Background: an optimization exercise with open tools, aiming at small area, a short achievable clock period and few clock cycles per item. Do not read the settings as production practice.
At most, simulation tests tie the RTL to the original design; equivalence was not proved.
No activity file was given, so power comes from the tool's default toggle rates.

==> inputs of run a <==
## MD5
module MD5(
    input wire clk,
    input wire reset_n,
    input wire cs,
    input wire we,
    input wire [7:0] address,
    input wire [31:0] write_data,
    output wire [31:0] read_data
);
wire         ready;
wire [127:0] digest;
wire wr       = cs & we;
wire ctrl_wr  = wr & (address == 8'h08);
wire block_wr = wr & (address[7:4] == 4'h2);
MD5_core core(
    .clk(clk),
    .reset_n(reset_n),
    .init(ctrl_wr & write_data[0] & ~write_data[1]),
    .next(ctrl_wr & write_data[1] & ~write_data[0]),
    .block_wr(block_wr),
    .block_addr(address[3:0]),
    .block_data(write_data),
    .digest(digest),
    .ready(ready)
);
MD5_read rd_mux(
    .address(address),
    .ready(ready),
    .digest(digest),
    .read_data(read_data)
);
endmodule
clock: 9.0 ns
lec_check: 0
abc_area: 1
cap_margin: 20
core_margin: 2
core_utilization: 40
setup_slack_margin: 4.0
slew_margin: 20
synth_hierarchical: 1
standard.sh (not shown) runs the stock make flow with config.mk's settings and CLKGATE_MAP_FILE= SYNTH_SCRIPT=/design/flow/synth_recipe.tcl, a recipe that flattens the netlist after the stock synthesis.
==> flow/flow/run.sh <==
#!/bin/bash
# The standard layout (the standard.sh), with one change to synthesis: Yosys does not map
# adders to the library's full/half-adder cells (ADDER_MAP_FILE is empty), so ABC maps the
# adders' logic together with the rest. Registers are mapped exactly as in the standard synthesis.
# make's full output goes to flow_make.log; ORFS keeps each step's log under orfs/logs/.
set -euo pipefail
bash standard.sh ADDER_MAP_FILE= finish > flow_make.log 2>&1
==> run b: changes against run a <==
--- a/flow/design.v
+++ b/flow/design.v
@@ -90,32 +90,12 @@
             ({32{sr[2]}} & {x[29:0], x[31:30]}) | ({32{sr[3]}} & {x[28:0], x[31:29]});
         rot2 = ({32{sq[0]}} & {t[27:0], t[31:28]}) | ({32{sq[1]}} & {t[23:0], t[31:24]}) |
                ({32{sq[2]}} & {t[19:0], t[31:20]}) | ({32{sq[3]}} & {t[15:0], t[31:16]}) |
                ({32{sq[4]}} & {t[11:0], t[31:12]});
     end
 endfunction
-function [31:0] rotl(input [31:0] x, input [15:0] s);
-    begin
-        rotl = ({32{s[0]}} & {x[24:0], x[31:25]}) |
-        ({32{s[1]}} & {x[19:0], x[31:20]}) |
-        ({32{s[2]}} & {x[14:0], x[31:15]}) |
-        ({32{s[3]}} & {x[9:0], x[31:10]}) |
-        ({32{s[4]}} & {x[26:0], x[31:27]}) |
-        ({32{s[5]}} & {x[22:0], x[31:23]}) |
-        ({32{s[6]}} & {x[17:0], x[31:18]}) |
-        ({32{s[7]}} & {x[11:0], x[31:12]}) |
-        ({32{s[8]}} & {x[27:0], x[31:28]}) |
-        ({32{s[9]}} & {x[20:0], x[31:21]}) |
-        ({32{s[10]}} & {x[15:0], x[31:16]}) |
-        ({32{s[11]}} & {x[8:0], x[31:9]}) |
-        ({32{s[12]}} & {x[25:0], x[31:26]}) |
-        ({32{s[13]}} & {x[21:0], x[31:22]}) |
-        ({32{s[14]}} & {x[16:0], x[31:17]}) |
-        ({32{s[15]}} & {x[10:0], x[31:11]});
-    end
-endfunction
 function [31:0] bswap(input [31:0] w);
     begin
         bswap = {w[7:0], w[15:8], w[23:16], w[31:24]};
     end
 endfunction
 reg [31:0] blk [0:15];
@@ -215,79 +195,79 @@
     output wire [5:0] rnd,   
     output wire [15:0] gsel,
     output wire [3:0] fsel,
     output wire [3:0] rlo,
     output wire [4:0] rhi
 );
-function [15:0] G1H(input [5:0] i);
+function [3:0] GIX(input [5:0] i);
     begin
         case (i)
-            6'd0: G1H = 16'h0001;
-            6'd1: G1H = 16'h0002;
-            6'd2: G1H = 16'h0004;
-            6'd3: G1H = 16'h0008;
-            6'd4: G1H = 16'h0010;
-            6'd5: G1H = 16'h0020;
-            6'd6: G1H = 16'h0040;
-            6'd7: G1H = 16'h0080;
-            6'd8: G1H = 16'h0100;
-            6'd9: G1H = 16'h0200;
-            6'd10: G1H = 16'h0400;
-            6'd11: G1H = 16'h0800;
-            6'd12: G1H = 16'h1000;
-            6'd13: G1H = 16'h2000;
-            6'd14: G1H = 16'h4000;
-            6'd15: G1H = 16'h8000;
-            6'd16: G1H = 16'h0002;
-            6'd17: G1H = 16'h0040;
-            6'd18: G1H = 16'h0800;
-            6'd19: G1H = 16'h0001;
-            6'd20: G1H = 16'h0020;
-            6'd21: G1H = 16'h0400;
-            6'd22: G1H = 16'h8000;
-            6'd23: G1H = 16'h0010;
-            6'd24: G1H = 16'h0200;
-            6'd25: G1H = 16'h4000;
-            6'd26: G1H = 16'h0008;
-            6'd27: G1H = 16'h0100;
-            6'd28: G1H = 16'h2000;
-            6'd29: G1H = 16'h0004;
-            6'd30: G1H = 16'h0080;
-            6'd31: G1H = 16'h1000;
-            6'd32: G1H = 16'h0020;
-            6'd33: G1H = 16'h0100;
-            6'd34: G1H = 16'h0800;
-            6'd35: G1H = 16'h4000;
-            6'd36: G1H = 16'h0002;
-            6'd37: G1H = 16'h0010;
-            6'd38: G1H = 16'h0080;
-            6'd39: G1H = 16'h0400;
-            6'd40: G1H = 16'h2000;
-            6'd41: G1H = 16'h0001;
-            6'd42: G1H = 16'h0008;
-            6'd43: G1H = 16'h0040;
-            6'd44: G1H = 16'h0200;
-            6'd45: G1H = 16'h1000;
-            6'd46: G1H = 16'h8000;
-            6'd47: G1H = 16'h0004;
-            6'd48: G1H = 16'h0001;
-            6'd49: G1H = 16'h0080;
-            6'd50: G1H = 16'h4000;
-            6'd51: G1H = 16'h0020;
-            6'd52: G1H = 16'h1000;
-            6'd53: G1H = 16'h0008;
-            6'd54: G1H = 16'h0400;
-            6'd55: G1H = 16'h0002;
-            6'd56: G1H = 16'h0100;
-            6'd57: G1H = 16'h8000;
-            6'd58: G1H = 16'h0040;
-            6'd59: G1H = 16'h2000;
-            6'd60: G1H = 16'h0010;
-            6'd61: G1H = 16'h0800;
-            6'd62: G1H = 16'h0004;
-            6'd63: G1H = 16'h0200;
+            6'd0: GIX = 4'd0;
+            6'd1: GIX = 4'd1;
+            6'd2: GIX = 4'd2;
+            6'd3: GIX = 4'd3;
+            6'd4: GIX = 4'd4;
+            6'd5: GIX = 4'd5;
+            6'd6: GIX = 4'd6;
+            6'd7: GIX = 4'd7;
+            6'd8: GIX = 4'd8;
+            6'd9: GIX = 4'd9;
+            6'd10: GIX = 4'd10;
+            6'd11: GIX = 4'd11;
+            6'd12: GIX = 4'd12;
+            6'd13: GIX = 4'd13;
+            6'd14: GIX = 4'd14;
+            6'd15: GIX = 4'd15;
+            6'd16: GIX = 4'd1;
+            6'd17: GIX = 4'd6;
+            6'd18: GIX = 4'd11;
+            6'd19: GIX = 4'd0;
+            6'd20: GIX = 4'd5;
+            6'd21: GIX = 4'd10;
+            6'd22: GIX = 4'd15;
+            6'd23: GIX = 4'd4;
+            6'd24: GIX = 4'd9;
+            6'd25: GIX = 4'd14;
+            6'd26: GIX = 4'd3;
+            6'd27: GIX = 4'd8;
+            6'd28: GIX = 4'd13;
+            6'd29: GIX = 4'd2;
+            6'd30: GIX = 4'd7;
+            6'd31: GIX = 4'd12;
+            6'd32: GIX = 4'd5;
+            6'd33: GIX = 4'd8;
+            6'd34: GIX = 4'd11;
+            6'd35: GIX = 4'd14;
+            6'd36: GIX = 4'd1;
+            6'd37: GIX = 4'd4;
+            6'd38: GIX = 4'd7;
+            6'd39: GIX = 4'd10;
+            6'd40: GIX = 4'd13;
+            6'd41: GIX = 4'd0;
+            6'd42: GIX = 4'd3;
+            6'd43: GIX = 4'd6;
+            6'd44: GIX = 4'd9;
+            6'd45: GIX = 4'd12;
+            6'd46: GIX = 4'd15;
+            6'd47: GIX = 4'd2;
+            6'd48: GIX = 4'd0;
+            6'd49: GIX = 4'd7;
+            6'd50: GIX = 4'd14;
+            6'd51: GIX = 4'd5;
+            6'd52: GIX = 4'd12;
+            6'd53: GIX = 4'd3;
+            6'd54: GIX = 4'd10;
+            6'd55: GIX = 4'd1;
+            6'd56: GIX = 4'd8;
+            6'd57: GIX = 4'd15;
+            6'd58: GIX = 4'd6;
+            6'd59: GIX = 4'd13;
+            6'd60: GIX = 4'd4;
+            6'd61: GIX = 4'd11;
+            6'd62: GIX = 4'd2;
+            6'd63: GIX = 4'd9;
         endcase
     end
 endfunction
 function [4:0] rot_amt(input [5:0] i);
     begin
         case ({i[5:4], i[1:0]})
@@ -312,13 +292,13 @@
 endfunction
 reg [3:0]  fsel_reg;     
 reg [3:0]  rlo_reg;      
 reg [4:0]  rhi_reg;      
 reg        pstep_reg;    
 reg        plast_reg;    
-reg [15:0] gsel_reg;     
+reg [3:0]  gidx_reg;     
 reg        pv_reg;       
 reg [6:0]  cnt_reg;      
 reg        busy_reg;
 reg        fin_reg;      
 reg        reload_reg;
 wire idle    = ~busy_reg;
@@ -334,42 +314,42 @@
 assign prep    = match | ((busy_reg | (go & ~cnt_lo)) & ~cnt_reg[6] & ~reload_reg);
 assign step    = (pv_reg & pstep_reg) | fin_reg;
 assign w_bus   = idle & cnt_lo;
 assign pv      = pv_reg;
 assign reload  = reload_reg;
 assign rnd     = cnt_reg[5:0];
-assign gsel    = gsel_reg;
+assign gsel    = 16'h0001 << gidx_reg;
 assign fsel    = fsel_reg;
 assign rlo     = rlo_reg;
 assign rhi     = rhi_reg;
 always @(posedge clk or negedge reset_n) begin
     if (!reset_n) begin
         busy_reg   <= 1'b0;
         pv_reg     <= 1'b0;
         cnt_reg    <= 7'd0;
-        gsel_reg   <= 16'h0001;
+        gidx_reg   <= 4'd0;
         fin_reg    <= 1'b0;
         reload_reg <= 1'b0;
     end
     else begin
         fin_reg    <= pv_reg & plast_reg;
         reload_reg <= fin_reg | do_init | inval;
         if (go)
             busy_reg <= 1'b1;
         else if (pv_reg & plast_reg)
             busy_reg <= 1'b0;
         if (clear) begin
             cnt_reg  <= 7'd0;
-            gsel_reg <= 16'h0001;
+            gidx_reg <= 4'd0;
             pv_reg   <= 1'b0;
         end
         else begin
             pv_reg <= prep;
             if (prep) begin
                 cnt_reg  <= cnt_inc;
-                gsel_reg <= G1H(cnt_inc[5:0]);
+                gidx_reg <= GIX(cnt_inc[5:0]);
             end
         end
     end
 end
 always @(posedge clk) begin
     if (prep) begin
- CORE_UTILIZATION: 40 -> 45
- CTS_CLUSTER_DIAMETER: not set -> 220
- CTS_CLUSTER_SIZE: not set -> 18
==> impl_results.md <==
- Flop pwr share: 45.4%
- Final GP Congestion: 0.9905
- Worst setup endpoint: read_data[28]
- Post-Synth Simple-Gate Area: 32.71%
- Status: complete, no violations
- Num rows: 128
- CP max stage delay: 0.27 ns
- Seq/total area: 39.80%
- Initial DRC count: 5543
- Slew @ Worst Pin: 1.169 ns
- # Taps: 1625
[end of results for run a]
==> impl_results.md <==
- Status: complete, no violations
- Worst setup endpoint: read_data[9]
- Final GP Congestion: 1.009
- Switching share of power: 29.57%
- Slew @ Worst Pin: 1.138 ns
- Initial DRC count: 5383
- Num rows: 120
- Seq/total area: 41.20%
- Flop pwr share: 52.0%
- CP max stage delay: 0.25 ns
- # Taps: 1403
- Total GRT Usage: 33.19%
[end of results for run b]
Testbench counts of run b, summed over its fixed seeds: cycles 13,695, blocks 192.
For run a, only the layout was checked, not whether the RTL still works.

==> afterwards: timing with drivers on the ports <==
Ports are ideal in the flow. The routed layouts listed here were re-timed in OpenROAD.
Step 1 assumes that a clkbuf_16 drives the clock port and a buf_2 every other input.
Step 2 adds t to the input delays and takes it off the output delays; t is the mean of the earliest and latest rising clock arrival at the registers after step 1. Input paths then give back, and output paths get back, about the clock's delay inside the block.
Slacks: no drivers / after step 1 / after step 2; pairs: no drivers / after step 1.
| run | t, ns | slack for setup (ns) | slew at the worst register clock pin (ns) | cell pins on the clock port's net |
|---|---|---|---|---|
| run a | 0.780 | 4.008 / 3.986 / 3.489 | 0.07 / 0.07 | 1 |
| run b | 0.747 | 4.031 / 4.014 / 3.504 | 0.12 / 0.12 | 1 |
After both steps every run listed still meets setup and hold. For run b, which loses most, drivers alone change the setup slack by -0.017 ns; drivers and shift together by -0.527 ns.
